From an optimization exercise on the open Yosys and OpenROAD flow, aimed at a short achievable clock period; shortcuts taken in it are not production practice.
In this exercise RTL edits were held to simulation tests only and were not proved equivalent to the original.

==> design.v <==
module serial_interface (
    input         clk,
    input         rst_n,
    input  [3:0]  prog_nibble_in,
    input prog_nibble_in_valid,
    output [11:0] frame_addr,
    output [7:0]  frame_cmd,
    output [31:0] frame_wdata,
    output        frame_valid,
    input         frame_ready
);
    reg [3:0]  nibble_counter;
    reg [11:0] addr_reg;
    reg [7:0]  cmd_reg;
    reg [31:0] wdata_reg;
    reg        valid_reg;
    reg [3:0]  addr_nibbles [2:0];
    reg [3:0]  cmd_nibbles  [1:0];
    reg [3:0]  data_nibbles [7:0];
    integer i;
    always @(posedge clk or negedge rst_n) begin
        if (!rst_n) begin
            nibble_counter <= 4'd0;
            valid_reg <= 1'b0;
            for (i = 0; i < 3; i = i + 1) addr_nibbles[i] <= 4'd0;
            for (i = 0; i < 2; i = i + 1) cmd_nibbles[i] <= 4'd0;
            for (i = 0; i < 8; i = i + 1) data_nibbles[i] <= 4'd0;
        end
        else if (frame_ready || !valid_reg) begin
            if (nibble_counter > 4'd12) begin
                nibble_counter <= 4'd0;
                valid_reg <= 1'b1;
                addr_reg <= {addr_nibbles[2], addr_nibbles[1], addr_nibbles[0]};
                cmd_reg <= {cmd_nibbles[1], cmd_nibbles[0]};
                wdata_reg <= {
                    data_nibbles[7], data_nibbles[6], data_nibbles[5], data_nibbles[4],
                    data_nibbles[3], data_nibbles[2], data_nibbles[1], data_nibbles[0]
                };
            end
            else begin
                if (prog_nibble_in_valid) 
                nibble_counter <= nibble_counter + 4'd1;
                valid_reg <= 1'b0;
                case (nibble_counter)
                    4'd0: addr_nibbles[0] <= prog_nibble_in;
                    4'd1: addr_nibbles[1] <= prog_nibble_in;
                    4'd2: addr_nibbles[2] <= prog_nibble_in;
                    4'd3: cmd_nibbles[0] <= prog_nibble_in;
                    4'd4: cmd_nibbles[1] <= prog_nibble_in;
                    4'd5: data_nibbles[0] <= prog_nibble_in;
                    4'd6: data_nibbles[1] <= prog_nibble_in;
                    4'd7: data_nibbles[2] <= prog_nibble_in;
                    4'd8: data_nibbles[3] <= prog_nibble_in;
                    4'd9: data_nibbles[4] <= prog_nibble_in;
                    4'd10: data_nibbles[5] <= prog_nibble_in;
                    4'd11: data_nibbles[6] <= prog_nibble_in;
                    4'd12: data_nibbles[7] <= prog_nibble_in;
                endcase
            end
        end
    end
    assign frame_addr  = addr_reg;
    assign frame_cmd   = cmd_reg;
    assign frame_wdata = wdata_reg;
    assign frame_valid = valid_reg;
endmodule
module cmd_controller (
    input         clk,
    input         rst_n,
    input         frame_valid,
    input  [11:0] frame_addr,
    input  [7:0]  frame_cmd,
    input  [31:0] frame_wdata,
    output        frame_ready,
    output        cmd_start,
    output        cmd_busy,
    output [31:0] cmd_result,
    output        cmd_result_valid,
    output        cmd_error,
    output [1:0]  cmd_error_type,	
    input         serializer_busy,
    output [11:0] mem_addr,
    output [31:0] mem_wdata,
    input  [31:0] mem_rdata,
    output        mem_wen,
    output        mem_cen
);
    parameter [2:0] STATE_IDLE                  = 3'b000;
    parameter [2:0] STATE_DECODE                = 3'b001;
    parameter [2:0] STATE_EXECUTE               = 3'b010;
    parameter [2:0] STATE_MEM_ACCESS            = 3'b011;
    parameter [2:0] STATE_WAIT                  = 3'b100;
    parameter [2:0] STATE_DONE                  = 3'b101; 
    parameter [2:0] STATE_WAIT_SERIALIZER_DONE1 = 3'b110;
    parameter [2:0] STATE_WAIT_SERIALIZER_DONE2 = 3'b111;
    parameter [1:0] ERR_ADDR_OOR      = 2'b00;   
    parameter [1:0] ERR_DIV_ZERO      = 2'b01;   
    parameter [1:0] ERR_CMP_MISMATCH  = 2'b10;   
    parameter [7:0] CMD_FILL0    = 8'h00;   
    parameter [7:0] CMD_FILL1    = 8'h01;   
    parameter [7:0] CMD_WRITE    = 8'h02;   
    parameter [7:0] CMD_READ     = 8'h03;   
    parameter [7:0] CMD_WRITE_INC= 8'h04;   
    parameter [7:0] CMD_READ_SEQ = 8'h05;   
    parameter [7:0] CMD_INC_ACC  = 8'h06;   
    parameter [7:0] CMD_ADD      = 8'h10;   
    parameter [7:0] CMD_SUB      = 8'h11;   
    parameter [7:0] CMD_MUL      = 8'h12;   
    parameter [7:0] CMD_DIV      = 8'h13;   
    parameter [7:0] CMD_INV      = 8'h14;   
    parameter [7:0] CMD_AND      = 8'h15;   
    parameter [7:0] CMD_OR       = 8'h16;   
    parameter [7:0] CMD_XOR      = 8'h17;   
    parameter ADDR_WIDTH         = 12;      
    parameter DATA_WIDTH         = 32;      
    parameter MAX_MEM_ADDR       = 12'hFFF;  
    parameter ADDR_LIMIT_PLUS   = 12'hFFE;  
    parameter ADDR_LIMIT_MULT   = 12'hFFD;  
    reg [2:0]  state, next_state;
    reg [ADDR_WIDTH-1:0] addr_reg;         
    reg [7:0]            cmd_reg;          
    reg [DATA_WIDTH-1:0] wdata_reg;        
    reg [63:0]           result_reg;       
    reg                  result_valid_reg;  
    reg                  error_reg;         
    reg [1:0]            error_type_reg;   
    reg                  busy_reg;          
    reg [ADDR_WIDTH-1:0] counter;          
    reg [DATA_WIDTH-1:0] divident;         
    reg [ADDR_WIDTH-1:0] mem_addr_reg;     
    reg [DATA_WIDTH-1:0] mem_wdata_reg;    
    reg                  mem_wen_reg;      
    reg                  mem_cen_reg;      
    always @(posedge clk or negedge rst_n) begin
        if (!rst_n) begin
            state <= STATE_IDLE;
            addr_reg <= {ADDR_WIDTH{1'b0}};
            cmd_reg <= 8'd0;
            wdata_reg <= {DATA_WIDTH{1'b0}};
            result_reg <= 64'd0;
            result_valid_reg <= 1'b0;
            error_reg <= 1'b0;
            error_type_reg <= 2'd0;
            busy_reg <= 1'b0;
            counter <= {ADDR_WIDTH{1'b0}};
            mem_addr_reg <= {ADDR_WIDTH{1'b0}};
            mem_wdata_reg <= {DATA_WIDTH{1'b0}};
            mem_wen_reg <= 1'b0;
            mem_cen_reg <= 1'b0;
            divident <= {DATA_WIDTH{1'b0}};
        end
        else begin
            state <= next_state;   
            case (state)
                STATE_IDLE: begin
                    if (frame_valid) begin
                        addr_reg <= frame_addr;
                        cmd_reg <= frame_cmd;
                        wdata_reg <= frame_wdata;
                        busy_reg <= 1'b1;                 
                        result_reg <= 64'd0;              
                        result_valid_reg <= 1'b0;         
                        error_reg <= 1'b0;                
                        divident <= {DATA_WIDTH{1'b0}};   
                        counter <= frame_addr;            
                    end
                end
                STATE_DECODE: begin
                    if (addr_reg >= ADDR_LIMIT_PLUS && 
                       (cmd_reg == CMD_ADD || cmd_reg == CMD_SUB)) begin
                        error_reg <= 1'b1;
                        error_type_reg <= ERR_ADDR_OOR;
                    end
                    else if (addr_reg >= ADDR_LIMIT_MULT && 
                            (cmd_reg == CMD_MUL || cmd_reg == CMD_DIV)) begin
                        error_reg <= 1'b1;
                        error_type_reg <= ERR_ADDR_OOR;
                    end
                end
                STATE_EXECUTE: begin
                    case (cmd_reg)
                        CMD_FILL0: begin   
                            mem_addr_reg <= counter;
                            mem_wdata_reg <= {DATA_WIDTH{1'b0}};
                            mem_wen_reg <= 1'b1;
                            mem_cen_reg <= 1'b1;
                            counter <= counter + 1'b1;
                        end
                        CMD_FILL1: begin   
                            mem_addr_reg <= counter;
                            mem_wdata_reg <= {DATA_WIDTH{1'b1}};
                            mem_wen_reg <= 1'b1;
                            mem_cen_reg <= 1'b1;
                            counter <= counter + 1'b1;
                        end
                        CMD_WRITE: begin   
                            mem_addr_reg <= addr_reg;
                            mem_wdata_reg <= wdata_reg;
                            mem_wen_reg <= 1'b1;
                            mem_cen_reg <= 1'b1;
                        end
                        CMD_READ: begin   
                            mem_addr_reg <= addr_reg;
                            mem_wen_reg <= 1'b0;   
                            mem_cen_reg <= 1'b1;
                        end
                        CMD_WRITE_INC: begin   
                            mem_addr_reg <= counter;
                            mem_wdata_reg <= wdata_reg;
                            mem_wen_reg <= 1'b1;
                            mem_cen_reg <= 1'b1;
                            counter <= counter + 1'b1;
                            wdata_reg <= wdata_reg + 1'b1;   
                        end
                        CMD_READ_SEQ: begin   
                            mem_addr_reg <= counter;
                            mem_wen_reg <= 1'b0;   
                            mem_cen_reg <= 1'b1;
                            counter <= counter + 1'b1;
                        end
                        CMD_INC_ACC: begin   
                            mem_addr_reg <= addr_reg;
                            mem_wen_reg <= 1'b0;   
                            mem_cen_reg <= 1'b1;
                        end
                        CMD_ADD, CMD_SUB, CMD_AND, CMD_OR, CMD_XOR: begin
                            mem_addr_reg <= counter;
                            mem_wen_reg <= 1'b0;   
                            if (counter <= addr_reg + 1) begin
                                mem_cen_reg <= 1'b1;
                            end
                            else begin
                                mem_cen_reg <= 1'b0;
                            end
                            counter <= counter + 1'b1;
                        end
                        CMD_MUL, CMD_DIV: begin
                            mem_addr_reg <= counter;
                            mem_wen_reg <= 1'b0;   
                            mem_cen_reg <= 1'b1;
                            counter <= counter + 1'b1;
                        end
                        CMD_INV: begin   
                            mem_addr_reg <= addr_reg;
                            mem_wen_reg <= 1'b0;   
                            mem_cen_reg <= 1'b1;
                        end
                    endcase
                end
                STATE_MEM_ACCESS: begin
                    mem_wen_reg <= 1'b0;
                    mem_cen_reg <= 1'b0;
                    if ((cmd_reg == CMD_ADD || cmd_reg == CMD_SUB || cmd_reg == CMD_MUL || 
                         cmd_reg == CMD_DIV || cmd_reg == CMD_AND || cmd_reg == CMD_OR ||
                         cmd_reg == CMD_XOR) && counter == addr_reg + 2) begin
                        result_reg <= result_reg + mem_rdata;   
                    end
                end
                STATE_WAIT: begin
                    case (cmd_reg)
                        CMD_READ: begin   
                            result_reg <= {32'd0, mem_rdata};
                            result_valid_reg <= 1'b1;
                        end
                        CMD_READ_SEQ: begin   
                            result_reg <= {32'd0, mem_rdata};
                            result_valid_reg <= 1'b1;
                        end
                        CMD_INC_ACC: begin   
                            result_reg <= {32'd0, mem_rdata + 1'b1};
                            result_valid_reg <= 1'b1;
                            mem_wdata_reg <= mem_rdata + 1'b1;
                            mem_addr_reg <= addr_reg;
                            mem_wen_reg <= 1'b1;
                            mem_cen_reg <= 1'b1;
                        end
                        CMD_ADD: begin   
                            if (counter == addr_reg + 2) begin
                                mem_addr_reg <= addr_reg + 2;
                                mem_wdata_reg <= result_reg[31:0] + mem_rdata;
                                mem_wen_reg <= 1'b1;
                                mem_cen_reg <= 1'b1;
                            end
                        end
                        CMD_SUB: begin   
                            if (counter == addr_reg + 2) begin
                                mem_addr_reg <= addr_reg + 2;
                                mem_wdata_reg <= result_reg[31:0] - mem_rdata;
                                mem_wen_reg <= 1'b1;
                                mem_cen_reg <= 1'b1;
                            end
                        end
                        CMD_MUL: begin   
                            if (counter == addr_reg + 2) begin
                                mem_addr_reg <= addr_reg + 2;
                                mem_wdata_reg <= result_reg[31:0] * mem_rdata;
                                result_reg <= result_reg * mem_rdata;   
                                mem_wen_reg <= 1'b1;
                                mem_cen_reg <= 1'b1;
                            end
                            else if (counter == addr_reg + 3) begin
                                mem_addr_reg <= addr_reg + 3;
                                mem_wdata_reg <= result_reg[63:32];
                                mem_wen_reg <= 1'b1;
                                mem_cen_reg <= 1'b1;
                            end
                        end
                        CMD_DIV: begin   
                            if (counter == addr_reg + 2 && !error_reg) begin
                                if (mem_rdata == {DATA_WIDTH{1'b0}}) begin
                                    error_reg <= 1'b1;
                                    error_type_reg <= ERR_DIV_ZERO;
                                end
                                else begin
                                    mem_addr_reg <= addr_reg + 2;
                                    mem_wdata_reg <= result_reg[31:0] / mem_rdata;
                                    divident <= result_reg[31:0] % mem_rdata;   
                                    mem_wen_reg <= 1'b1;
                                    mem_cen_reg <= 1'b1;
                                end
                            end
                            else if (counter == addr_reg + 3 && !error_reg) begin
                                mem_addr_reg <= addr_reg + 3;
                                mem_wdata_reg <= divident;
                                mem_wen_reg <= 1'b1;
                                mem_cen_reg <= 1'b1;
                            end
                        end
                        CMD_INV: begin   
                            result_reg <= {32'd0, ~mem_rdata};
                            result_valid_reg <= 1'b1;
                            mem_wdata_reg <= ~mem_rdata;
                            mem_addr_reg <= addr_reg;
                            mem_wen_reg <= 1'b1;
                            mem_cen_reg <= 1'b1;
                        end
                        CMD_AND: begin   
                            if (counter == addr_reg + 2) begin
                                mem_addr_reg <= addr_reg + 2;
                                mem_wdata_reg <= result_reg[31:0] & mem_rdata;
                                mem_wen_reg <= 1'b1;
                                mem_cen_reg <= 1'b1;
                            end
                        end
                        CMD_OR: begin   
                            if (counter == addr_reg + 2) begin
                                mem_addr_reg <= addr_reg + 2;
                                mem_wdata_reg <= result_reg[31:0] | mem_rdata;
                                mem_wen_reg <= 1'b1;
                                mem_cen_reg <= 1'b1;
                            end
                        end
                        CMD_XOR: begin   
                            if (counter == addr_reg + 2) begin
                                mem_addr_reg <= addr_reg + 2;
                                mem_wdata_reg <= result_reg[31:0] ^ mem_rdata;
                                mem_wen_reg <= 1'b1;
                                mem_cen_reg <= 1'b1;
                            end
                        end
                    endcase
                end
                STATE_WAIT_SERIALIZER_DONE1: begin
                    result_valid_reg <= 1'b0;   
                end
                STATE_WAIT_SERIALIZER_DONE2: begin
                end
                STATE_DONE: begin
                    result_valid_reg <= 1'b0;   
                    busy_reg <= 1'b0;           
                    mem_wen_reg <= 1'b0;        
                    mem_cen_reg <= 1'b0;        
                end
            endcase
        end
    end
    always @(*) begin
        next_state = state;   
        case (state)
            STATE_IDLE: 
                if (frame_valid) 
                    next_state = STATE_DECODE;
            STATE_DECODE: 
                next_state = STATE_EXECUTE;
            STATE_EXECUTE: 
                if ((cmd_reg == CMD_FILL0 || cmd_reg == CMD_FILL1) && 
                    counter < MAX_MEM_ADDR) 
                    next_state = STATE_EXECUTE;
                else if (cmd_reg == CMD_WRITE_INC && counter < MAX_MEM_ADDR)
                    next_state = STATE_EXECUTE;
                else if ((cmd_reg == CMD_ADD || cmd_reg == CMD_SUB || cmd_reg == CMD_MUL || 
                         cmd_reg == CMD_DIV || cmd_reg == CMD_AND || cmd_reg == CMD_OR || 
                         cmd_reg == CMD_XOR) && counter < addr_reg + 1)
                    next_state = STATE_EXECUTE;
                else
                    next_state = STATE_MEM_ACCESS;
            STATE_MEM_ACCESS: 
                next_state = STATE_WAIT;
            STATE_WAIT: 
                if (cmd_reg == CMD_READ_SEQ && counter <= MAX_MEM_ADDR && counter != 0)
                    next_state = STATE_WAIT_SERIALIZER_DONE1;
                else if ((cmd_reg == CMD_ADD || cmd_reg == CMD_SUB || cmd_reg == CMD_MUL || 
                         cmd_reg == CMD_DIV || cmd_reg == CMD_AND || cmd_reg == CMD_OR || 
                         cmd_reg == CMD_XOR) && counter == addr_reg + 2)
                    next_state = STATE_EXECUTE;
                else if (cmd_reg == CMD_MUL && counter == addr_reg + 3)
                    next_state = STATE_EXECUTE;
                else if (cmd_reg == CMD_DIV && counter == addr_reg + 3 && !error_reg)
                    next_state = STATE_EXECUTE;
                else
                    next_state = STATE_DONE;
            STATE_WAIT_SERIALIZER_DONE1:
                next_state = STATE_WAIT_SERIALIZER_DONE2;
            STATE_WAIT_SERIALIZER_DONE2:
                if (!serializer_busy)
                    next_state = STATE_EXECUTE;
            STATE_DONE: 
                next_state = STATE_IDLE;
            default:
                next_state = STATE_IDLE;
        endcase
    end
    assign frame_ready = (state == STATE_IDLE);       
    assign cmd_start = (state == STATE_DECODE);       
    assign cmd_busy = busy_reg;                       
    assign cmd_result = result_reg[31:0];             
    assign cmd_result_valid = result_valid_reg;       
    assign cmd_error = error_reg;                     
    assign cmd_error_type = error_type_reg;           
    assign mem_addr = mem_addr_reg;
    assign mem_wdata = mem_wdata_reg;
    assign mem_wen = mem_wen_reg;
    assign mem_cen = mem_cen_reg;
endmodule
module output_serializer (
    input         clk,
    input         rst_n,
    input  [31:0] data_in,
    input         data_valid,
    input         cmd_busy,
    output [3:0]  serial_out,
    output        serial_valid,
    output        serializer_busy
);
    reg [2:0]  nibble_counter;
    reg [31:0] data_reg;
    reg        valid_reg;
    reg        busy_reg;
    always @(posedge clk or negedge rst_n) begin
        if (!rst_n) begin
            nibble_counter <= 3'd0;
            data_reg <= 32'd0;
            valid_reg <= 1'b0;
            busy_reg <= 1'b0;
        end
        else begin
            if (data_valid && !busy_reg) begin
                data_reg <= data_in;
                nibble_counter <= 3'd0;
                valid_reg <= 1'b1;
                busy_reg <= 1'b1;
            end
  	    else if (busy_reg ) begin
                if (nibble_counter == 3'd7) begin
                    nibble_counter <= 3'd0;
                    valid_reg <= 1'b0;
                    busy_reg <= 1'b0;
                end
                else begin
                    nibble_counter <= nibble_counter + 3'd1;
                    valid_reg <= 1'b1;
                end
                data_reg <= {4'd0, data_reg[31:4]};
            end
            else begin
                valid_reg <= 1'b0;
            end
        end
    end
    assign serial_out = data_reg[3:0];
    assign serial_valid = valid_reg;
    assign serializer_busy = busy_reg;
endmodule
module done_generator (
    input         clk,
    input         rst_n,
    input         cmd_start,
    input         cmd_busy,
    input         cmd_error,
    input  [1:0]  cmd_error_type,
    output        prog_done
);
    reg done_reg;
    reg [1:0] pulse_counter;
    reg error_pulse;
    always @(posedge clk or negedge rst_n) begin
        if (!rst_n) begin
            done_reg <= 1'b0;
            pulse_counter <= 2'd0;
            error_pulse <= 1'b0;
        end
        else begin
            if (cmd_busy && !cmd_start) begin
                if (cmd_error) begin
                    error_pulse <= 1'b1;
                    pulse_counter <= 2'd2;
                    done_reg <= 1'b1;
                end
                else begin
                    pulse_counter <= 2'd1;
                end
            end
            else if (pulse_counter > 0) begin
                pulse_counter <= pulse_counter - 2'd1;
                if (pulse_counter == 2'd1) begin
                    done_reg <= 1'b1;
                    error_pulse <= 1'b0;
                end
            end
            else begin
                done_reg <= 1'b0;
            end
        end
    end
    assign prog_done = done_reg;
endmodule
`timescale 1ns/1ps
module cpu_top (
    input         clk,
    input         rst_n,
    input  [3:0]  prog_nibble_in,
    input prog_nibble_in_valid,
    output [3:0]  prog_nibble_out,
    output        prog_out_valid,
    output        prog_done,
    output [11:0] mem_addr,
    output [31:0] mem_wdata,
    input  [31:0] mem_rdata,
    output        mem_wen,
    output        mem_cen
);
    wire [11:0] frame_addr;
    wire [7:0]  frame_cmd;
    wire [31:0] frame_wdata;
    wire        frame_valid;
    wire        frame_ready;
    wire        cmd_start;
    wire        cmd_busy;
    wire [31:0] cmd_result;
    wire        cmd_result_valid;
    wire        cmd_error;
    wire [1:0]  cmd_error_type;
    wire        serializer_busy;
    serial_interface u_serial_if (
        .clk            (clk),
        .rst_n          (rst_n),
        .prog_nibble_in (prog_nibble_in),
        .prog_nibble_in_valid (prog_nibble_in_valid),
        .frame_addr     (frame_addr),
        .frame_cmd      (frame_cmd),
        .frame_wdata    (frame_wdata),
        .frame_valid    (frame_valid),
        .frame_ready    (frame_ready)
    );
    cmd_controller u_cmd_ctrl (
        .clk                (clk),
        .rst_n              (rst_n),
        .frame_valid        (frame_valid),
        .frame_addr         (frame_addr),
        .frame_cmd          (frame_cmd),
        .frame_wdata        (frame_wdata),
        .frame_ready        (frame_ready),
        .cmd_start          (cmd_start),
        .cmd_busy           (cmd_busy),
        .cmd_result         (cmd_result),
        .cmd_result_valid   (cmd_result_valid),
        .cmd_error          (cmd_error),
        .cmd_error_type     (cmd_error_type),
	.serializer_busy    (serializer_busy),
        .mem_addr           (mem_addr),
        .mem_wdata          (mem_wdata),
        .mem_rdata          (mem_rdata),
        .mem_wen            (mem_wen),
        .mem_cen            (mem_cen)
    );
    output_serializer u_out_serializer (
        .clk                (clk),
        .rst_n              (rst_n),
        .data_in            (cmd_result),
        .data_valid         (cmd_result_valid),
        .cmd_busy           (cmd_busy),
        .serial_out         (prog_nibble_out),
        .serial_valid       (prog_out_valid),
        .serializer_busy    (serializer_busy)
    );
    done_generator u_done_gen (
        .clk            (clk),
        .rst_n          (rst_n),
        .cmd_start      (cmd_start),
        .cmd_busy       (cmd_busy),
        .cmd_error      (cmd_error),
        .cmd_error_type (cmd_error_type),
        .prog_done      (prog_done)
    );
endmodule
==> run.sh <==
#!/bin/bash
# synth_recipe.tcl (not shown) runs the flow's synth.tcl, then flattens the netlist and writes it again
# the make line also repeats each setting of config.mk as NAME=value (left out here)
make -C /OpenROAD-flow-scripts/flow DESIGN_CONFIG=/design/flow/config.mk WORK_HOME=/design/flow/orfs CLKGATE_MAP_FILE= SYNTH_SCRIPT=/design/flow/synth_recipe.tcl finish
==> config.mk <==
export PLATFORM = sky130hd
export DESIGN_NAME = cpu_top
export DESIGN_NICKNAME = cpu_top
export VERILOG_FILES = /design/flow/design.v
export SDC_FILE = /design/flow/constraint.sdc
export NUM_CORES = 4
export LEC_CHECK = 0
export CAP_MARGIN = 20
export CORE_MARGIN = 2
export CORE_UTILIZATION = 40
export SLEW_MARGIN = 20
==> constraint.sdc <==
create_clock -name core_clock -period 150.0 [get_ports {clk}]
set_input_delay 30.0000 -clock core_clock [delete_from_list [all_inputs] [get_ports {clk}]]
set_output_delay 30.0000 -clock core_clock [all_outputs]
set_load 0.01 [all_outputs]
==> results of run 1 <==
logic make-up (layout without fill, tap and decap cells):
logic type | Yosys count | in the layout | share of synthesized area
flip-flops | 360 | 360 | 0.09241
adder cells (fa/ha/maj) | 2183 | 2183 | 0.3749
multiplexers | 203 | 203 | 0.02194
other | 0 | 23 | 0
buffers and inverters | 2400 | 2137 | 0.09004
AO/OA/AOI/OAI | 2846 | 2846 | 0.1806
XOR/XNOR | 629 | 629 | 0.05492
AND/OR/NAND/NOR | 4248 | 4248 | 0.1852
synth_stat cells, types with 42 or more instances:
cell type,number
nand2_1,2141
o21ai_0,643
mux2_2,115
dfrtp_1,308
o31ai_1,59
a221oi_1,60
buf_1,134
a211oi_1,107
clkbuf_1,554
inv_1,1673
or3_1,69
edfxtp_1,52
and3_1,77
fa_1,1371
a21oi_1,837
o22ai_1,78
o221ai_1,42
xnor2_1,426
o21a_1,123
nor2b_1,86
a21o_1,216
nand2b_1,79
mux2i_1,86
a31oi_1,116
nand4_1,62
nor2_1,911
o21bai_1,65
and2_1,139
o211ai_1,96
nor3_1,221
nand3_1,234
ha_1,812
or2_2,66
nor4_1,55
xor2_1,203
worst max path at each step:
stage | start | end | slack [ns] | cells after the start
after floorplan | mem_rdata[29] | u_cmd_ctrl.divident[31] | 50.65 | 318
after global placement | mem_rdata[28] | u_cmd_ctrl.divident[27] | 34.90 | 287
after detailed placement | mem_rdata[28] | u_cmd_ctrl.divident[27] | 34.17 | 284
after CTS | mem_rdata[28] | u_cmd_ctrl.divident[27] | 34.59 | 285
after global routing | mem_rdata[28] | u_cmd_ctrl.divident[27] | 27.36 | 287
final | mem_rdata[28] | u_cmd_ctrl.divident[27] | 32.42 | 283
per-stage QoR:
stage,setup slack [ns],instances
after global placement,34.90,15850
after CTS,34.59,15940
after global routing,27.36,15950
final,32.42,15960
after detailed placement,34.17,15850
after floorplan,50.65,12870
routing by layer:
layer,GRT usage,up-vias,part of all wire
li1,-,42160,-
met1,0.4683,48240,0.40
met2,0.5231,5541,0.42
met3,0.08963,1243,0.11
met4,0.1974,16,0.069
met5,0,-,0.00025
worst reg2reg max path: cells and delay by family, from the launching register on:
kind	cells	cell delay, ns
compound gates	139	46.20
simple gates	88	23.75
fa+ha+maj	32	10.74
buf+inv	19	4.27
flops	1	0.74
area by class of cell:
| class | count | share of cell area |
|---|---|---|
| Multi-Input combinational cell | 10110 | 0.7720 |
| Sequential cell | 360 | 0.08745 |
| Inverter | 1702 | 0.06002 |
| Tap cell | 3330 | 0.03913 |
| Timing Repair Buffer | 349 | 0.02590 |
| Clock buffer | 56 | 0.01154 |
| Clock inverter | 30 | 0.003396 |
| Antenna cell | 23 | 0.0005405 |
==> out/metrics.yaml, run 1 <==
status: "no timing/DRC/antenna violations"
postCtsSetupRepairBufs: 0
crit_buf_inv: 19
gp_congestion: 1.062
core_mm2: 0.2489
wl_per_cell_um: 28.67
yosys-top-cells-area: "fa_1, ha_1, nand2_1"
final_common_cell: "nand2_1"
first_pass_iters: 8
viasPerCell: 6.091
regArea_mm2: 0.009311
drive_above_1_share: 0.05577
ctsHoldBuffers: 0
synthArstFlopShare: 0.8556
synth_edf_count: 52
first_global_vias: 94340
fin_crit_sh: 0.7839
area_growth_syn_to_layout_pct: 6.156
fin_area_mm2: 0.1065
grt_antenna_before_repair: 46
synth_top_area_share: 0.2736
ioPinCount: 91
slew_headroom: 0.1502
grt_overflow: 0
min_to: "u_serial_if.wdata_reg[30]"
rsz0062_at_grt: "no"
drv_slew: 0
synth_top_cell_by_area: "fa_1"
synth_area_mm2: 0.1003
largest_register_ffs: 64
ys_ff_latch: 360
placementRows: 183
timing.reg2reg.setup_slack_ns: 64.16
cts_max_level: 2
post_dp_cell_area_mm2: 0.1048
finalHoldViolCount: 0
yosysWarnings: 7
layout.filler_cells: 25660
fin_nets: 14790
multiInputGateArea_mm2: 0.08221
crit_family: "compound AO/OA/AOI/OAI gates"
setup_tns_ns: 0
grt_start_max_net_pins: 85
place_hpwl_um: 350600
port_buffers: 90
period_minus_slack_ns: 117.58
ant_nets: 0
reg2reg_to: "u_cmd_ctrl.divident[27]"
fin_skew_ns: 0.04132
cts_tree: "done"
syn_nets: 15090
clockRootBuffer: "clkbuf_16"
startpoint_type: "primary input"
cp.required_ns: 150.58
clk_pin_slew_ns: 0.06
max_freq_ghz: 0.008505
wirelength_um: 457500
path_max_fanout: 35
cp-end-kind: "flip-flop"
die_h_um: 504.8
ys_seq_area_frac: 0.09241
r2r-start: "u_cmd_ctrl.result_reg[31]"
crit_path_top_delay_cell: "clkdlybuf4s50_1"
first_iter_violations: 11970
crit_path_frequent_cell: "ha_1"
critPathKind: "in -> reg"
clkLatencyLatePin_ns: 0.70
critPathMaxStageDelay_ns: 1.01
dieWidth_um: 504.8
num_vias: 97210
clock_path_buffers: 3
die-area_mm2: 0.2548
grt_pass1_wl_um: 663900
cap_violations: 0
arrival_ns: 118.16
start_util: 0.4030
synth_ff_type: "dfrtp_1"
drcViolationCount: 0
grt_util_all_layers: 0.3532
hold_path_class: "reg -> reg"
synth.avg_cell_area_um2: 7.794
netlist_instances: 12870
min_path_cells: 0
whs_ns: 0.4169
tightest_slew_ns: 1.259
final_core_util: 0.4278
yosysUniqueCellTypes: 97
min_from: "u_serial_if.data_nibbles[7][2]"
cts_resized: 0
worstRegToRegCells: 278
finalSetupViolCount: 0
final_cell_mix: "nand2_1, inv_1, fa_1, nor2_1, a21oi_1"
cts.sinks: 360
cts_made_buffers: 46
==> run 2: changes to the inputs <==
--- a/design.v
+++ b/design.v
@@ -131,6 +131,33 @@
     reg [DATA_WIDTH-1:0] mem_wdata_reg;    
     reg                  mem_wen_reg;      
     reg                  mem_cen_reg;      
+    localparam integer DIV_C = 4;          
+    wire [15*36-1:0]     dv_mf;
+    wire [31:0]          dv_rmid;
+    wire [4*DIV_C-1:0]   dv_qhi;
+    reg  [15*36-1:0]     dv_mf_r;
+    reg  [31:0]          dv_rmid_r;
+    reg  [4*DIV_C-1:0]   dv_qhi_r;
+    wire [31:0]          dv_q;
+    wire [31:0]          dv_r;
+    reg  [47:0]          mul_p0_r;         
+    reg  [47:0]          mul_p1_r;         
+    wire [63:0]          mul_prod = {16'd0, mul_p0_r} + {mul_p1_r, 16'd0};
+    reg                  sel_q;            
+    reg                  sel_m;            
+    div_p1 #(.C(DIV_C)) u_div_p1 (
+        .n(result_reg[31:0]), .d(mem_rdata),
+        .mf(dv_mf), .rmid(dv_rmid), .qhi(dv_qhi));
+    div_p2 #(.C(DIV_C)) u_div_p2 (
+        .rmid(dv_rmid_r), .qhi(dv_qhi_r), .mf(dv_mf_r),
+        .q(dv_q), .r(dv_r));
+    always @(posedge clk) begin
+        dv_mf_r   <= dv_mf;
+        dv_rmid_r <= dv_rmid;
+        dv_qhi_r  <= dv_qhi;
+        mul_p0_r  <= result_reg[31:0] * mem_rdata[15:0];
+        mul_p1_r  <= result_reg[31:0] * mem_rdata[31:16];
+    end
     always @(posedge clk or negedge rst_n) begin
         if (!rst_n) begin
             state <= STATE_IDLE;
@@ -148,9 +175,17 @@
             mem_wen_reg <= 1'b0;
             mem_cen_reg <= 1'b0;
             divident <= {DATA_WIDTH{1'b0}};
+            sel_q <= 1'b0;
+            sel_m <= 1'b0;
         end
         else begin
             state <= next_state;   
+            sel_q <= 1'b0;
+            sel_m <= 1'b0;
+            if (sel_m)
+                result_reg <= mul_prod;
+            if (sel_q)
+                divident <= dv_r;
             case (state)
                 STATE_IDLE: begin
                     if (frame_valid) begin
@@ -253,7 +288,7 @@
                     if ((cmd_reg == CMD_ADD || cmd_reg == CMD_SUB || cmd_reg == CMD_MUL || 
                          cmd_reg == CMD_DIV || cmd_reg == CMD_AND || cmd_reg == CMD_OR ||
                          cmd_reg == CMD_XOR) && counter == addr_reg + 2) begin
-                        result_reg <= result_reg + mem_rdata;   
+                        result_reg <= {32'd0, mem_rdata};   
                     end
                 end
                 STATE_WAIT: begin
@@ -293,8 +328,7 @@
                         CMD_MUL: begin   
                             if (counter == addr_reg + 2) begin
                                 mem_addr_reg <= addr_reg + 2;
-                                mem_wdata_reg <= result_reg[31:0] * mem_rdata;
-                                result_reg <= result_reg * mem_rdata;   
+                                sel_m <= 1'b1;   
                                 mem_wen_reg <= 1'b1;
                                 mem_cen_reg <= 1'b1;
                             end
@@ -313,8 +347,7 @@
                                 end
                                 else begin
                                     mem_addr_reg <= addr_reg + 2;
-                                    mem_wdata_reg <= result_reg[31:0] / mem_rdata;
-                                    divident <= result_reg[31:0] % mem_rdata;   
+                                    sel_q <= 1'b1;   
                                     mem_wen_reg <= 1'b1;
                                     mem_cen_reg <= 1'b1;
                                 end
@@ -428,10 +461,115 @@
     assign cmd_error = error_reg;                     
     assign cmd_error_type = error_type_reg;           
     assign mem_addr = mem_addr_reg;
-    assign mem_wdata = mem_wdata_reg;
+    assign mem_wdata = sel_q ? dv_q : (sel_m ? mul_prod[31:0] : mem_wdata_reg);
     assign mem_wen = mem_wen_reg;
     assign mem_cen = mem_cen_reg;
 endmodule
+module div_stage #(parameter integer S = 0) (
+    input  [31:0]     rin,
+    input  [15*36-1:0] mf,
+    output [31:0]     rout,
+    output [3:0]      qd
+);
+    localparam integer W = 32 - S;
+    wire [15:0]     ge;
+    wire [16*W-1:0] df;
+    assign ge[0] = 1'b1;
+    assign df[W-1:0] = rin[31:S];
+    genvar m;
+    generate
+        for (m = 1; m < 16; m = m + 1) begin : g_m
+            wire [35:0] md = mf[36*(m-1) +: 36];
+            wire [W:0]  dd = {1'b0, rin[31:S]} - {1'b0, md[W-1:0]};
+            assign ge[m] = ~(|md[35:W]) & ~dd[W];
+            assign df[W*m +: W] = dd[W-1:0];
+        end
+    endgenerate
+    wire [15:0] sel = ge & ~{1'b0, ge[15:1]};
+    reg [W-1:0] nt;
+    reg [3:0]   q;
+    integer k;
+    always @(*) begin
+        nt = {W{1'b0}};
+        q  = 4'd0;
+        for (k = 0; k < 16; k = k + 1) begin
+            nt = nt | ({W{sel[k]}} & df[W*k +: W]);
+            q  = q | ({4{sel[k]}} & k[3:0]);
+        end
+    end
+    generate
+        if (S > 0) begin : g_lo
+            assign rout = {nt, rin[S-1:0]};
+        end else begin : g_nolo
+            assign rout = nt;
+        end
+    endgenerate
+    assign qd = q;
+endmodule
+module div_multiples (
+    input  [31:0]      d,
+    output [15*36-1:0] mf
+);
+    wire [35:0] m1  = {4'd0, d};
+    wire [35:0] m2  = m1 << 1;
+    wire [35:0] m4  = m1 << 2;
+    wire [35:0] m8  = m1 << 3;
+    wire [35:0] m16 = m1 << 4;
+    wire [35:0] m3  = m2 + m1;
+    wire [35:0] m5  = m4 + m1;
+    wire [35:0] m6  = m4 + m2;
+    wire [35:0] m7  = m8 - m1;
+    wire [35:0] m9  = m8 + m1;
+    wire [35:0] m10 = m8 + m2;
+    wire [35:0] m11 = m8 + m2 + m1;
+    wire [35:0] m12 = m8 + m4;
+    wire [35:0] m13 = m8 + m4 + m1;
+    wire [35:0] m14 = m16 - m2;
+    wire [35:0] m15 = m16 - m1;
+    assign mf = {m15, m14, m13, m12, m11, m10, m9, m8, m7, m6, m5, m4, m3, m2, m1};
+endmodule
+module div_p1 #(parameter integer C = 4) (
+    input  [31:0]      n,
+    input  [31:0]      d,
+    output [15*36-1:0] mf,
+    output [31:0]      rmid,
+    output [4*C-1:0]   qhi
+);
+    div_multiples u_m (.d(d), .mf(mf));
+    wire [32*(C+1)-1:0] rr;
+    assign rr[31:0] = n;
+    genvar j;
+    generate
+        for (j = 0; j < C; j = j + 1) begin : g_s
+            div_stage #(.S(28 - 4*j)) u_s (
+                .rin(rr[32*j +: 32]), .mf(mf),
+                .rout(rr[32*(j+1) +: 32]), .qd(qhi[4*(C-1-j) +: 4]));
+        end
+    endgenerate
+    assign rmid = rr[32*C +: 32];
+endmodule
+module div_p2 #(parameter integer C = 4) (
+    input  [31:0]      rmid,
+    input  [4*C-1:0]   qhi,
+    input  [15*36-1:0] mf,
+    output [31:0]      q,
+    output [31:0]      r
+);
+    localparam integer L = 8 - C;
+    wire [32*(L+1)-1:0] rr;
+    wire [4*L-1:0]      qlo;
+    assign rr[31:0] = rmid;
+    genvar j;
+    generate
+        for (j = 0; j < L; j = j + 1) begin : g_s
+            div_stage #(.S(28 - 4*(C+j))) u_s (
+                .rin(rr[32*j +: 32]), .mf(mf),
+                .rout(rr[32*(j+1) +: 32]), .qd(qlo[4*(L-1-j) +: 4]));
+        end
+    endgenerate
+    assign q = {qhi, qlo};
+    assign r = rr[32*L +: 32];
+endmodule
 module output_serializer (
     input         clk,
     input         rst_n,
==> run 2 against run 1 <==
  * Global-route usage increased by 12 points
  * Cell area increased by 79%
  * Non-clock buffer count increased by 453
  * Die area increased by 74%
  * First-iteration DRC count increased by 120%
  * Count of clock-buffer cells in the layout increased by 81
  * Utilization increased by 0.87 points
  * Sequential share of layout area increased by 0.44 points
  * Critical endpoint is now mem_wdata[0]
  * Largest cell class unchanged
==> out/metrics.yaml, run 2 <==
final_cell_mix: "ha_1, nand2_1, a21oi_1, inv_1, nor2_1"  # was nand2_1, inv_1, fa_1, nor2_1, a21oi_1
setup_tns_ns: 0  # unchanged
ctsHoldBuffers: 0  # unchanged
first_iter_violations: 25770  # was 11.97k
clockRootBuffer: "clkbuf_16"  # unchanged
drive_above_1_share: 0.06048  # was 0.05577
fin_crit_sh: 0.3571  # was 0.7839
netlist_instances: 22720  # was 12.87k
num_vias: 194200  # was 97.21k
viasPerCell: 6.708  # was 6.091
crit_buf_inv: 10  # was 19
ys_ff_latch: 770  # was 360
critPathMaxStageDelay_ns: 1.18  # was 1.01 ns
syn_nets: 26220  # was 15.09k
area_growth_syn_to_layout_pct: 8.837  # was 6.156%
gp_congestion: 1.090  # was 1.062
synth_top_area_share: 0.1826  # was 0.2736
grt_antenna_before_repair: 154  # was 46
yosys-top-cells-area: "ha_1, fa_1, xnor2_1"  # was fa_1, ha_1, nand2_1
cts_made_buffers: 104  # was 46
synth_ff_type: "dfxtp_1"  # was dfrtp_1
synth_edf_count: 52  # unchanged
fin_cells: 28940  # was 15.96k
dp_cells: 28630  # was 15.85k
first_pass_iters: 8  # unchanged
ioPinCount: 91  # unchanged
synthArstFlopShare: 0.4026  # was 0.8556
wl_per_cell_um: 37.73  # was 28.67 um
cts.sinks: 770  # was 360
clkLatencyLatePin_ns: 0.97  # was 0.70 ns
tightest_slew_ns: 1.364  # was 1.259 ns
hold_path_class: "reg -> reg"  # unchanged
crit_path_top_delay_cell: "dfxtp_1"  # was clkdlybuf4s50_1
yosysUniqueCellTypes: 98  # was 97
ant_nets: 0  # unchanged
yosysWarnings: 15  # was 7
grt_overflow: 0  # unchanged
status: "no timing/DRC/antenna violations"  # unchanged
postCtsSetupRepairBufs: 0  # unchanged
layout.filler_cells: 44790  # was 25.66k
clk_pin_slew_ns: 0.07  # was 0.06 ns
core_mm2: 0.4372  # was 0.2489 mm2
finalSetupViolCount: 0  # unchanged
crit_family: "compound AO/OA/AOI/OAI gates"  # unchanged
cap_violations: 0  # unchanged
startpoint_type: "flip-flop"  # was primary input
max_freq_ghz: 0.01867  # was 0.008505 GHz
cp-end-kind: "output port"  # was flip-flop
fin_skew_ns: 0.1429  # was 0.04132 ns
drcViolationCount: 0  # unchanged
grt_pass1_wl_um: 1472000  # was 663,900 um
cts_resized: 0  # unchanged
cts_tree: "done"  # unchanged
grt_util_all_layers: 0.4738  # was 0.3532
start_util: 0.4011  # was 0.4030
placementRows: 243  # was 183
synth_common_cells: "ha_1, nand2_1, a21oi_1, inv_1, nor2_1"  # was nand2_1, inv_1, fa_1, nor2_1, a21oi_1
grt_start_max_net_pins: 75  # was 85
crit_path_frequent_cell: "o21ai_0"  # was ha_1
ys_seq_area_frac: 0.09971  # was 0.09241
synth_top_cell_by_area: "ha_1"  # was fa_1
place_hpwl_um: 860000  # was 350,600 um
largest_register_ffs: 264  # was 64
cp.required_ns: 120.00  # was 150.58 ns
arrival_ns: 23.56  # was 118.16 ns
path_max_fanout: 17  # was 35
rsz0062_at_grt: "no"  # unchanged
critPathKind: "reg -> out"  # was in -> reg
die_h_um: 666.1  # was 504.8 um
period_minus_slack_ns: 53.56  # was 117.58 ns
final_common_cell: "ha_1"  # was nand2_1
final_core_util: 0.4366  # was 0.4278
cts_max_level: 3  # was 2
synth.avg_cell_area_um2: 7.718  # was 7.794 um2
finalHoldViolCount: 0  # unchanged
first_global_vias: 181400  # was 94.34k
wirelength_um: 1092000  # was 457,500 um
whs_ns: 0.4351  # was 0.4169 ns
drv_slew: 0  # unchanged
yosysMostFrequentCell: "ha_1"  # was nand2_1
die-area_mm2: 0.4437  # was 0.2548 mm2
slew_headroom: 0.08435  # was 0.1502
dieWidth_um: 666.1  # was 504.8 um
port_buffers: 90  # unchanged
synth_area_mm2: 0.1754  # was 0.1003 mm2
clock_path_buffers: 4  # was 3
fin_nets: 26480  # was 14.79k
run 2: cell types whose count changed after synthesis, moves of 252 or more:
cell      previous run  this run
xnor2_1            426      1266
nor3_1             221       473
nand2b_1            79       379
o21ai_0            643      1309
fa_1              1371       897
nor2_1             911      1689
nand3_1            234       491
o21a_1             123       389
xor2_1             203       667
a21oi_1            837      1886
a21o_1             216       854
ha_1               812      2559
dfxtp_1              0       408
run 2: logic make-up after synthesis:
group                    after synthesis  synth area share
AND/OR/NAND/NOR                     6725            0.1824
multiplexers                         152          0.009097
buffers and inverters               2468           0.05297
flip-flops                           770           0.09971
adder cells (fa/ha/maj)             3456            0.2850
XOR/XNOR                            1933           0.09654
AO/OA/AOI/OAI                       7219            0.2743
run 2: metrics by stage:
stage / area, um2 / worst slack [ns]
floorplan: 175400 / 103.08
global placement: 186900 / 97.66
detailed placement: 187000 / 98.19
CTS: 190500 / 97.16
global route: 190600 / 96.21
finish: 190900 / 96.44
run 2: final timing paths:
kind	from	to	slack [ns]	depth (start not counted)
setup / recovery	u_cmd_ctrl.dv_mf_r[505]	mem_wdata[0]	96.44	66
hold / removal	u_serial_if.cmd_reg[5]	u_cmd_ctrl.cmd_reg[5]	0.44	2
setup reg to reg	u_cmd_ctrl.dv_mf_r[505]	u_cmd_ctrl.divident[13]	125.80	68
hold reg to reg	u_serial_if.cmd_reg[5]	u_cmd_ctrl.cmd_reg[5]	0.44	2
max in group asynchronous	rst_n	u_cmd_ctrl.result_reg[21]	118.78	3
min in group asynchronous	rst_n	u_cmd_ctrl.divident[25]	29.08	1
run 2: tightest hold or removal path, cell delays in order (launching register included):
cell	delay, ns
edfxtp_1	0.32
nand2_1	0.04
nand2_1	0.04
run 2: layer usage:
metal / track usage / wire, um
met4: 0.4289 / 119000
met1: 0.5685 / 407700
met2: 0.6901 / 444800
met3: 0.1273 / 120400
met5: 0 / 305
run 2: area by class of cell:
| class | count | area (um2) | area share |
|---|---|---|---|
| multi-input cells | 19490 | 149400 | 0.7827 |
| flip-flops and latches | 770 | 17530 | 0.09187 |
| well taps | 5757 | 7203 | 0.03774 |
| inverters | 1818 | 6824 | 0.03575 |
| repair buffers | 802 | 6122 | 0.03208 |
| clock buffers | 137 | 2975 | 0.01559 |
| clock inverters | 52 | 510.5 | 0.002675 |
| diodes | 122 | 305.3 | 0.001599 |
==> run 3: changes to the inputs <==
--- a/design.v
+++ b/design.v
@@ -132,12 +132,20 @@
     reg                  mem_wen_reg;      
     reg                  mem_cen_reg;      
     localparam integer DIV_C = 4;          
+    localparam integer DIV_H = 1;          
+    localparam integer DIV_HW = 16*(32-(28-4*DIV_C));
     wire [15*36-1:0]     dv_mf;
     wire [31:0]          dv_rmid;
     wire [4*DIV_C-1:0]   dv_qhi;
+    wire [15:0]          dv_hge;
+    wire [DIV_HW-1:0]    dv_hdf;
     reg  [15*36-1:0]     dv_mf_r;
+    wire [16*8-1:0]      dv_fits;
+    reg  [16*8-1:0]      dv_fits_r;
     reg  [31:0]          dv_rmid_r;
     reg  [4*DIV_C-1:0]   dv_qhi_r;
+    reg  [15:0]          dv_hge_r;
+    reg  [DIV_HW-1:0]    dv_hdf_r;
     wire [31:0]          dv_q;
     wire [31:0]          dv_r;
     reg  [47:0]          mul_p0_r;         
@@ -145,16 +153,20 @@
     wire [63:0]          mul_prod = {16'd0, mul_p0_r} + {mul_p1_r, 16'd0};
     reg                  sel_q;            
     reg                  sel_m;            
-    div_p1 #(.C(DIV_C)) u_div_p1 (
+    div_p1 #(.C(DIV_C), .HALF(DIV_H)) u_div_p1 (
         .n(result_reg[31:0]), .d(mem_rdata),
-        .mf(dv_mf), .rmid(dv_rmid), .qhi(dv_qhi));
-    div_p2 #(.C(DIV_C)) u_div_p2 (
-        .rmid(dv_rmid_r), .qhi(dv_qhi_r), .mf(dv_mf_r),
-        .q(dv_q), .r(dv_r));
+        .mf(dv_mf), .rmid(dv_rmid), .qhi(dv_qhi), .hge(dv_hge), .hdf(dv_hdf),
+        .fits(dv_fits));
+    div_p2 #(.C(DIV_C), .HALF(DIV_H)) u_div_p2 (
+        .rmid(dv_rmid_r), .qhi(dv_qhi_r), .hge(dv_hge_r), .hdf(dv_hdf_r),
+        .fits(dv_fits_r), .mf(dv_mf_r), .q(dv_q), .r(dv_r));
     always @(posedge clk) begin
         dv_mf_r   <= dv_mf;
         dv_rmid_r <= dv_rmid;
         dv_qhi_r  <= dv_qhi;
+        dv_fits_r <= dv_fits;
+        dv_hge_r  <= dv_hge;
+        dv_hdf_r  <= dv_hdf;
         mul_p0_r  <= result_reg[31:0] * mem_rdata[15:0];
         mul_p1_r  <= result_reg[31:0] * mem_rdata[31:16];
     end
@@ -465,15 +477,14 @@
     assign mem_wen = mem_wen_reg;
     assign mem_cen = mem_cen_reg;
 endmodule
-module div_stage #(parameter integer S = 0) (
-    input  [31:0]     rin,
+module div_sub #(parameter integer S = 0) (
+    input  [31:0]      rin,
+    input  [15:0]      fit,
     input  [15*36-1:0] mf,
-    output [31:0]     rout,
-    output [3:0]      qd
+    output [15:0]      ge,
+    output [16*(32-S)-1:0] df
 );
     localparam integer W = 32 - S;
-    wire [15:0]     ge;
-    wire [16*W-1:0] df;
     assign ge[0] = 1'b1;
     assign df[W-1:0] = rin[31:S];
     genvar m;
@@ -481,22 +492,55 @@
         for (m = 1; m < 16; m = m + 1) begin : g_m
             wire [35:0] md = mf[36*(m-1) +: 36];
             wire [W:0]  dd = {1'b0, rin[31:S]} - {1'b0, md[W-1:0]};
-            assign ge[m] = ~(|md[35:W]) & ~dd[W];
+            assign ge[m] = fit[m] & ~dd[W];
             assign df[W*m +: W] = dd[W-1:0];
         end
     endgenerate
+endmodule
+module div_fit #(parameter integer S = 0) (
+    input  [31:0] d,
+    output [15:0] fit
+);
+    localparam integer W = 32 - S;
+    assign fit[0] = 1'b1;
+    genvar m, i;
+    generate
+        for (m = 1; m < 16; m = m + 1) begin : g_m
+            localparam [31:0] LIM = ((33'd1 << W) - 33'd1) / m;
+            wire [31:0] le;
+            assign le[0] = LIM[0] | ~d[0];
+            for (i = 1; i < 32; i = i + 1) begin : g_i
+                if (LIM[i]) begin : g_one
+                    assign le[i] = ~d[i] | le[i-1];
+                end else begin : g_zero
+                    assign le[i] = ~d[i] & le[i-1];
+                end
+            end
+            assign fit[m] = le[31];
+        end
+    endgenerate
+endmodule
+module div_sel #(parameter integer S = 0) (
+    input  [31:0]      rin,
+    input  [15:0]      ge,
+    input  [16*(32-S)-1:0] df,
+    output [31:0]      rout,
+    output [3:0]       qd
+);
+    localparam integer W = 32 - S;
     wire [15:0] sel = ge & ~{1'b0, ge[15:1]};
     reg [W-1:0] nt;
-    reg [3:0]   q;
     integer k;
     always @(*) begin
         nt = {W{1'b0}};
-        q  = 4'd0;
-        for (k = 0; k < 16; k = k + 1) begin
+        for (k = 0; k < 16; k = k + 1)
             nt = nt | ({W{sel[k]}} & df[W*k +: W]);
-            q  = q | ({4{sel[k]}} & k[3:0]);
-        end
     end
+    assign qd[3] = ge[8];
+    assign qd[2] = (ge[4] & ~ge[8]) | ge[12];
+    assign qd[1] = (ge[2] & ~ge[4]) | (ge[6] & ~ge[8]) | (ge[10] & ~ge[12]) | ge[14];
+    assign qd[0] = (ge[1] & ~ge[2]) | (ge[3] & ~ge[4]) | (ge[5] & ~ge[6]) | (ge[7] & ~ge[8]) |
+                   (ge[9] & ~ge[10]) | (ge[11] & ~ge[12]) | (ge[13] & ~ge[14]) | ge[15];
     generate
         if (S > 0) begin : g_lo
             assign rout = {nt, rin[S-1:0]};
@@ -504,7 +548,6 @@
             assign rout = nt;
         end
     endgenerate
-    assign qd = q;
 endmodule
 module div_multiples (
     input  [31:0]      d,
@@ -528,29 +571,49 @@
     wire [35:0] m15 = m16 - m1;
     assign mf = {m15, m14, m13, m12, m11, m10, m9, m8, m7, m6, m5, m4, m3, m2, m1};
 endmodule
-module div_p1 #(parameter integer C = 4) (
+module div_p1 #(parameter integer C = 5, parameter integer HALF = 0) (
     input  [31:0]      n,
     input  [31:0]      d,
     output [15*36-1:0] mf,
     output [31:0]      rmid,
-    output [4*C-1:0]   qhi
+    output [4*C-1:0]   qhi,
+    output [15:0]      hge,
+    output [16*(32-(28-4*C))-1:0] hdf,
+    output [16*8-1:0]  fits
 );
     div_multiples u_m (.d(d), .mf(mf));
+    genvar j;
+    generate
+        for (j = 0; j < 8; j = j + 1) begin : g_f
+            div_fit #(.S(28 - 4*j)) u_f (.d(d), .fit(fits[16*j +: 16]));
+        end
+    endgenerate
     wire [32*(C+1)-1:0] rr;
     assign rr[31:0] = n;
-    genvar j;
     generate
         for (j = 0; j < C; j = j + 1) begin : g_s
-            div_stage #(.S(28 - 4*j)) u_s (
-                .rin(rr[32*j +: 32]), .mf(mf),
-                .rout(rr[32*(j+1) +: 32]), .qd(qhi[4*(C-1-j) +: 4]));
+            localparam integer S = 28 - 4*j;
+            wire [15:0]         ge;
+            wire [16*(32-S)-1:0] df;
+            div_sub #(.S(S)) u_sub (.rin(rr[32*j +: 32]), .fit(fits[16*j +: 16]), .mf(mf), .ge(ge), .df(df));
+            div_sel #(.S(S)) u_sel (.rin(rr[32*j +: 32]), .ge(ge), .df(df),
+                                    .rout(rr[32*(j+1) +: 32]), .qd(qhi[4*(C-1-j) +: 4]));
+        end
+        if (HALF) begin : g_h
+            div_sub #(.S(28 - 4*C)) u_sub (.rin(rr[32*C +: 32]), .fit(fits[16*C +: 16]), .mf(mf), .ge(hge), .df(hdf));
+        end else begin : g_nh
+            assign hge = 16'd0;
+            assign hdf = {(16*(32-(28-4*C))){1'b0}};
         end
     endgenerate
     assign rmid = rr[32*C +: 32];
 endmodule
-module div_p2 #(parameter integer C = 4) (
+module div_p2 #(parameter integer C = 4, parameter integer HALF = 0) (
     input  [31:0]      rmid,
     input  [4*C-1:0]   qhi,
+    input  [15:0]      hge,
+    input  [16*(32-(28-4*C))-1:0] hdf,
+    input  [16*8-1:0]  fits,
     input  [15*36-1:0] mf,
     output [31:0]      q,
     output [31:0]      r
@@ -562,9 +625,17 @@
     genvar j;
     generate
         for (j = 0; j < L; j = j + 1) begin : g_s
-            div_stage #(.S(28 - 4*(C+j))) u_s (
-                .rin(rr[32*j +: 32]), .mf(mf),
-                .rout(rr[32*(j+1) +: 32]), .qd(qlo[4*(L-1-j) +: 4]));
+            localparam integer S = 28 - 4*(C+j);
+            wire [15:0]          ge;
+            wire [16*(32-S)-1:0] df;
+            if (HALF && j == 0) begin : g_h
+                assign ge = hge;
+                assign df = hdf;
+            end else begin : g_f
+                div_sub #(.S(S)) u_sub (.rin(rr[32*j +: 32]), .fit(fits[16*(C+j) +: 16]), .mf(mf), .ge(ge), .df(df));
+            end
+            div_sel #(.S(S)) u_sel (.rin(rr[32*j +: 32]), .ge(ge), .df(df),
+                                    .rout(rr[32*(j+1) +: 32]), .qd(qlo[4*(L-1-j) +: 4]));
         end
     endgenerate
     assign q = {qhi, qlo};
==> flow/run.sh (new file) <==
#!/bin/bash
# Standard layout, with timing repair asked for a large setup margin so that
# the resizer keeps working on the critical paths although the 150 ns clock
# is met by far.  Each tool's output stays in orfs/logs; make's own output
# goes to flow_make.log.
set -euo pipefail
MARGIN=${MARGIN:-109}
bash standard.sh SETUP_SLACK_MARGIN=$MARGIN finish > flow_make.log 2>&1
==> standard.sh (new file) <==
#!/bin/bash
# synth_recipe.tcl (not shown) runs the flow's synth.tcl, then flattens the netlist and writes it again
# the make line also repeats each setting of config.mk as NAME=value (left out here)
make -C /OpenROAD-flow-scripts/flow DESIGN_CONFIG=/design/flow/config.mk WORK_HOME=/design/flow/orfs CLKGATE_MAP_FILE= SYNTH_SCRIPT=/design/flow/synth_recipe.tcl "${@:-finish}"
--- a/config.mk
+++ b/config.mk
@@ -7,5 +7,6 @@
 export LEC_CHECK = 0
 export CAP_MARGIN = 20
 export CORE_MARGIN = 2
-export CORE_UTILIZATION = 40
+export CORE_UTILIZATION = 25
+export PLACE_DENSITY = 0.45
 export SLEW_MARGIN = 20
removed: run.sh
==> run 3 against run 2 <==
  * Sequential share of layout area rose by 1.5 points
  * Global-route usage fell by 18 points
  * Die area rose by 61%
  * Synthesized cell count fell by 1.5%
  * First-iteration DRC count fell by 11%
  * Routed wire length rose by 2.2%
  * Worst hold slack got worse by 0.059 ns
  * Synthesized area rose by 0.73%
  * Highest routed layer unchanged
==> out/metrics.yaml, run 3 <==
cts_max_level: 4  # was 3
cts_tree: "done"  # unchanged
layout.filler_cells: 74590  # was 44.79k
worstRegToRegCells: 65  # was 68
reg2reg_to: "u_cmd_ctrl.dv_hge_r[15]"  # was u_cmd_ctrl.divident[13]
ys_seq_area_frac: 0.1330  # was 0.09971
min_path_cells: 0  # was 2
first_global_vias: 181900  # was 181.4k
largest_register_ffs: 286  # was 264
grt_pass1_wl_um: 1497000  # was 1,472,000 um
synth_top_cell_by_area: "ha_1"  # unchanged
final_cell_mix: "ha_1, nand2_1, inv_1, a21oi_1, nor2_1"  # was ha_1, nand2_1, a21oi_1, inv_1, nor2_1
fin_nets: 27190  # was 26.48k
drv_slew: 0  # unchanged
place_hpwl_um: 845000  # was 860,000 um
status: "no timing/DRC/antenna violations"  # unchanged
yosysUniqueCellTypes: 113  # was 98
synth_ff_type: "dfxtp_1"  # unchanged
first_pass_iters: 8  # unchanged
crit_family: "compound AO/OA/AOI/OAI gates"  # unchanged
netlist_instances: 22380  # was 22.72k
synth.avg_cell_area_um2: 7.894  # was 7.718 um2
crit_buf_inv: 11  # was 10
die_h_um: 844.6  # was 666.1 um
wirelength_um: 1117000  # was 1,092,000 um
yosys-top-cells-area: "ha_1, fa_1, dfxtp_1"  # was ha_1, fa_1, xnor2_1
port_buffers: 90  # unchanged
grt_overflow: 0  # unchanged
fin_crit_sh: 0.2927  # was 0.3571
dieWidth_um: 844.6  # was 666.1 um
max_freq_ghz: 0.02278  # was 0.01867 GHz
cap_violations: 0  # unchanged
critPathKind: "reg -> out"  # unchanged
clk_pin_slew_ns: 0.06  # was 0.07 ns
dp_slack_ns: 100.76  # was 98.19 ns
clkLatencyLatePin_ns: 0.93  # was 0.97 ns
hold_path_class: "reg -> reg"  # unchanged
regArea_mm2: 0.02354  # was 0.01753 mm2
tightest_slew_ns: 1.352  # was 1.364 ns
yosysMostFrequentCell: "ha_1"  # unchanged
multiInputGateArea_mm2: 0.1563  # was 0.1494 mm2
drive_above_1_share: 0.1680  # was 0.06048
timing.reg2reg.setup_slack_ns: 134.92  # was 125.80 ns
gp_congestion: 1.025  # was 1.090
clockRootBuffer: "clkbuf_16"  # unchanged
finalHoldViolCount: 0  # unchanged
final_core_util: 0.3144  # was 0.4366
cp-end-kind: "output port"  # unchanged
wl_per_cell_um: 33.66  # was 37.73 um
setup_tns_ns: 0  # unchanged
area_growth_syn_to_layout_pct: 25.23  # was 8.837%
synth_area_mm2: 0.1766  # was 0.1754 mm2
grt_antenna_before_repair: 160  # was 154
synthArstFlopShare: 0.2897  # was 0.4026
crit_path_start: "u_cmd_ctrl.dv_hge_r[14]"  # was u_cmd_ctrl.dv_mf_r[505]
viasPerCell: 5.771  # was 6.708
r2r-start: "u_cmd_ctrl.result_reg[28]"  # was u_cmd_ctrl.dv_mf_r[505]
start_util: 0.2510  # was 0.4011
ioPinCount: 91  # unchanged
cts_made_buffers: 144  # was 104
grt_util_all_layers: 0.2979  # was 0.4738
synth_edf_count: 52  # unchanged
final_common_cell: "ha_1"  # unchanged
num_vias: 191500  # was 194.2k
syn_nets: 25880  # was 26.22k
finalSetupViolCount: 0  # unchanged
yosysWarnings: 15  # unchanged
fin_skew_ns: 0.06597  # was 0.1429 ns
crit_path_top_delay_cell: "or4b_4"  # was dfxtp_1
min_to: "u_cmd_ctrl.dv_rmid_r[7]"  # was u_cmd_ctrl.cmd_reg[5]
cp.required_ns: 120.00  # about the same
placementRows: 308  # was 243
path_max_fanout: 20  # was 17
cts.sinks: 1070  # was 770
clock_path_buffers: 4  # unchanged
drcViolationCount: 0  # unchanged
core_mm2: 0.7037  # was 0.4372 mm2
startpoint_type: "flip-flop"  # unchanged
slew_headroom: 0.09877  # was 0.08435
first_iter_violations: 22860  # was 25.77k
critPathMaxStageDelay_ns: 0.60  # was 1.18 ns
synth_top_area_share: 0.1815  # was 0.1826
die-area_mm2: 0.7133  # was 0.4437 mm2
rsz0062_at_grt: "yes"  # was no
min_from: "u_cmd_ctrl.result_reg[7]"  # was u_serial_if.cmd_reg[5]
ant_nets: 0  # unchanged
ys_ff_latch: 1070  # was 770
period_minus_slack_ns: 43.90  # was 53.56 ns
arrival_ns: 13.90  # was 23.56 ns
grt_start_max_net_pins: 134  # was 75
synth_common_cells: "ha_1, nand2_1, inv_1, a21oi_1, nor2_1"  # was ha_1, nand2_1, a21oi_1, inv_1, nor2_1
fin_ws_ns: 106.10  # was 96.44 ns
==> run 3: changes by cell type after synthesis, sizes merged, moves of 58 or more <==
cell / previous run / this run
dfxtp: 408 / 708
xor2: 667 / 587
a22oi: 166 / 300
or3: 198 / 126
nand2: 2082 / 2005
o211ai: 193 / 116
inv: 1796 / 1908
a21boi: 83 / 142
buf: 67 / 125
nor3: 473 / 409
nor4: 146 / 64
xnor2: 1266 / 1324
nand2b: 380 / 300
clkbuf: 583 / 519
==> run 3: per-layer routing <==
layer,vias to the layer above,global-route usage,wire length [um]
met5,-,0,306
met4,48,0.1898,86950
met3,2349,0.07268,115700
met2,10550,0.4347,454400
met1,95270,0.3915,459300
li1,83260,-,-
==> run 3: worst register-to-register path, delay by kind of cell (launching register included) <==
kind	cells	cell delay, ns
AO/OA/AOI/OAI	35	6.78
flip-flops	1	0.66
AND/OR/NAND/NOR	13	3.76
adder cells (fa/ha/maj)	6	1.67
buffers and inverters	11	2.03
==> run 3: worst max-delay path by stage <==
stage	to	slack, ns	cells past startpoint
floorplan	u_cmd_ctrl.dv_hge_r[7]	106.83	62
global placement	u_cmd_ctrl.dv_hge_r[12]	99.58	61
detailed placement	u_cmd_ctrl.dv_hge_r[12]	100.76	63
CTS	mem_wdata[0]	106.37	58
global route	mem_wdata[0]	106.06	56
finish	mem_wdata[0]	106.10	52
==> run 3: area by class of cell <==
type | count | area share
antenna | 70 | 0.0007918
clock buffer | 181 | 0.01774
clock inverter | 79 | 0.003937
inverter | 1930 | 0.03323
multi-input combinational | 18740 | 0.7065
sequential | 1070 | 0.1064
tap | 9300 | 0.05260
timing repair buffer | 1805 | 0.07868
timing repair inverter | 2 | 0.0001471
==> run 3: kinds of logic after synthesis <==
family,synth area share
multiplexers,0.008259
flip-flops,0.1330
adder cells (fa/ha/maj),0.2832
AND/OR/NAND/NOR,0.1631
AO/OA/AOI/OAI,0.2627
buffers and inverters,0.05501
XOR/XNOR,0.09475
==> run 3: timing repair <==
| item | CTS | global route |
|---|---|---|
| cloned | 42 | 2 |
| hold buffers | 0 | 0 |
| pin swaps | 747 | 550 |
| gates resized for setup | 1889 | 745 |
| endpoints found under the setup margin | 283 | 274 |
| buffers inserted | 728 | 279 |
==> run 3: per-stage QoR <==
step           instance area, um2  cells  hold WS (ns)
6_report                   221200  33180        0.3760
5_1_grt                    221100  33120        0.4006
4_1_cts                    215100  32830        0.3752
3_5_place_dp               194000  31800        0.3611
3_3_place_gp               193900  31790        0.3543
2_1_floorplan              178500  22380        0.3693

[what the ideal ports hide]
How much do the figures lean on ideal ports? The routed layouts below were timed once more, with nothing changed but the port constraints.
Step 1, drivers: a clkbuf_16 drives clk and a buf_2 each remaining input, both assumed.
Step 2 times the ports against the registers' clock, not the clock port: input delays grow and output delays shrink by t, the midpoint of the rising clock arrivals with the driver on.
Slacks: ideal / step 1 / step 2; pairs: ideal / step 1.
run | shift t [ns] | setup slack, ns | worst hold slack (ns) | worst register clock-pin slew, ns | worst data-port slew with drivers (ns)
run 1 | 0.747 | 32.419 / 32.463 / 31.716 | 0.417 / 0.417 / 0.417 | 0.08 / 0.08 | 0.36
run 2 | 1.026 | 96.441 / 96.314 / 97.340 | 0.435 / 0.435 / 0.435 | 0.11 / 0.11 | 0.33
run 3 | 1.014 | 106.100 / 105.988 / 105.587 | 0.376 / 0.376 / 0.376 | 0.09 / 0.09 | 0.37
After both steps setup and hold are still met in every run listed. For run 1, which loses most, drivers alone change the setup slack by +0.044 ns; drivers and shift together by -0.703 ns.
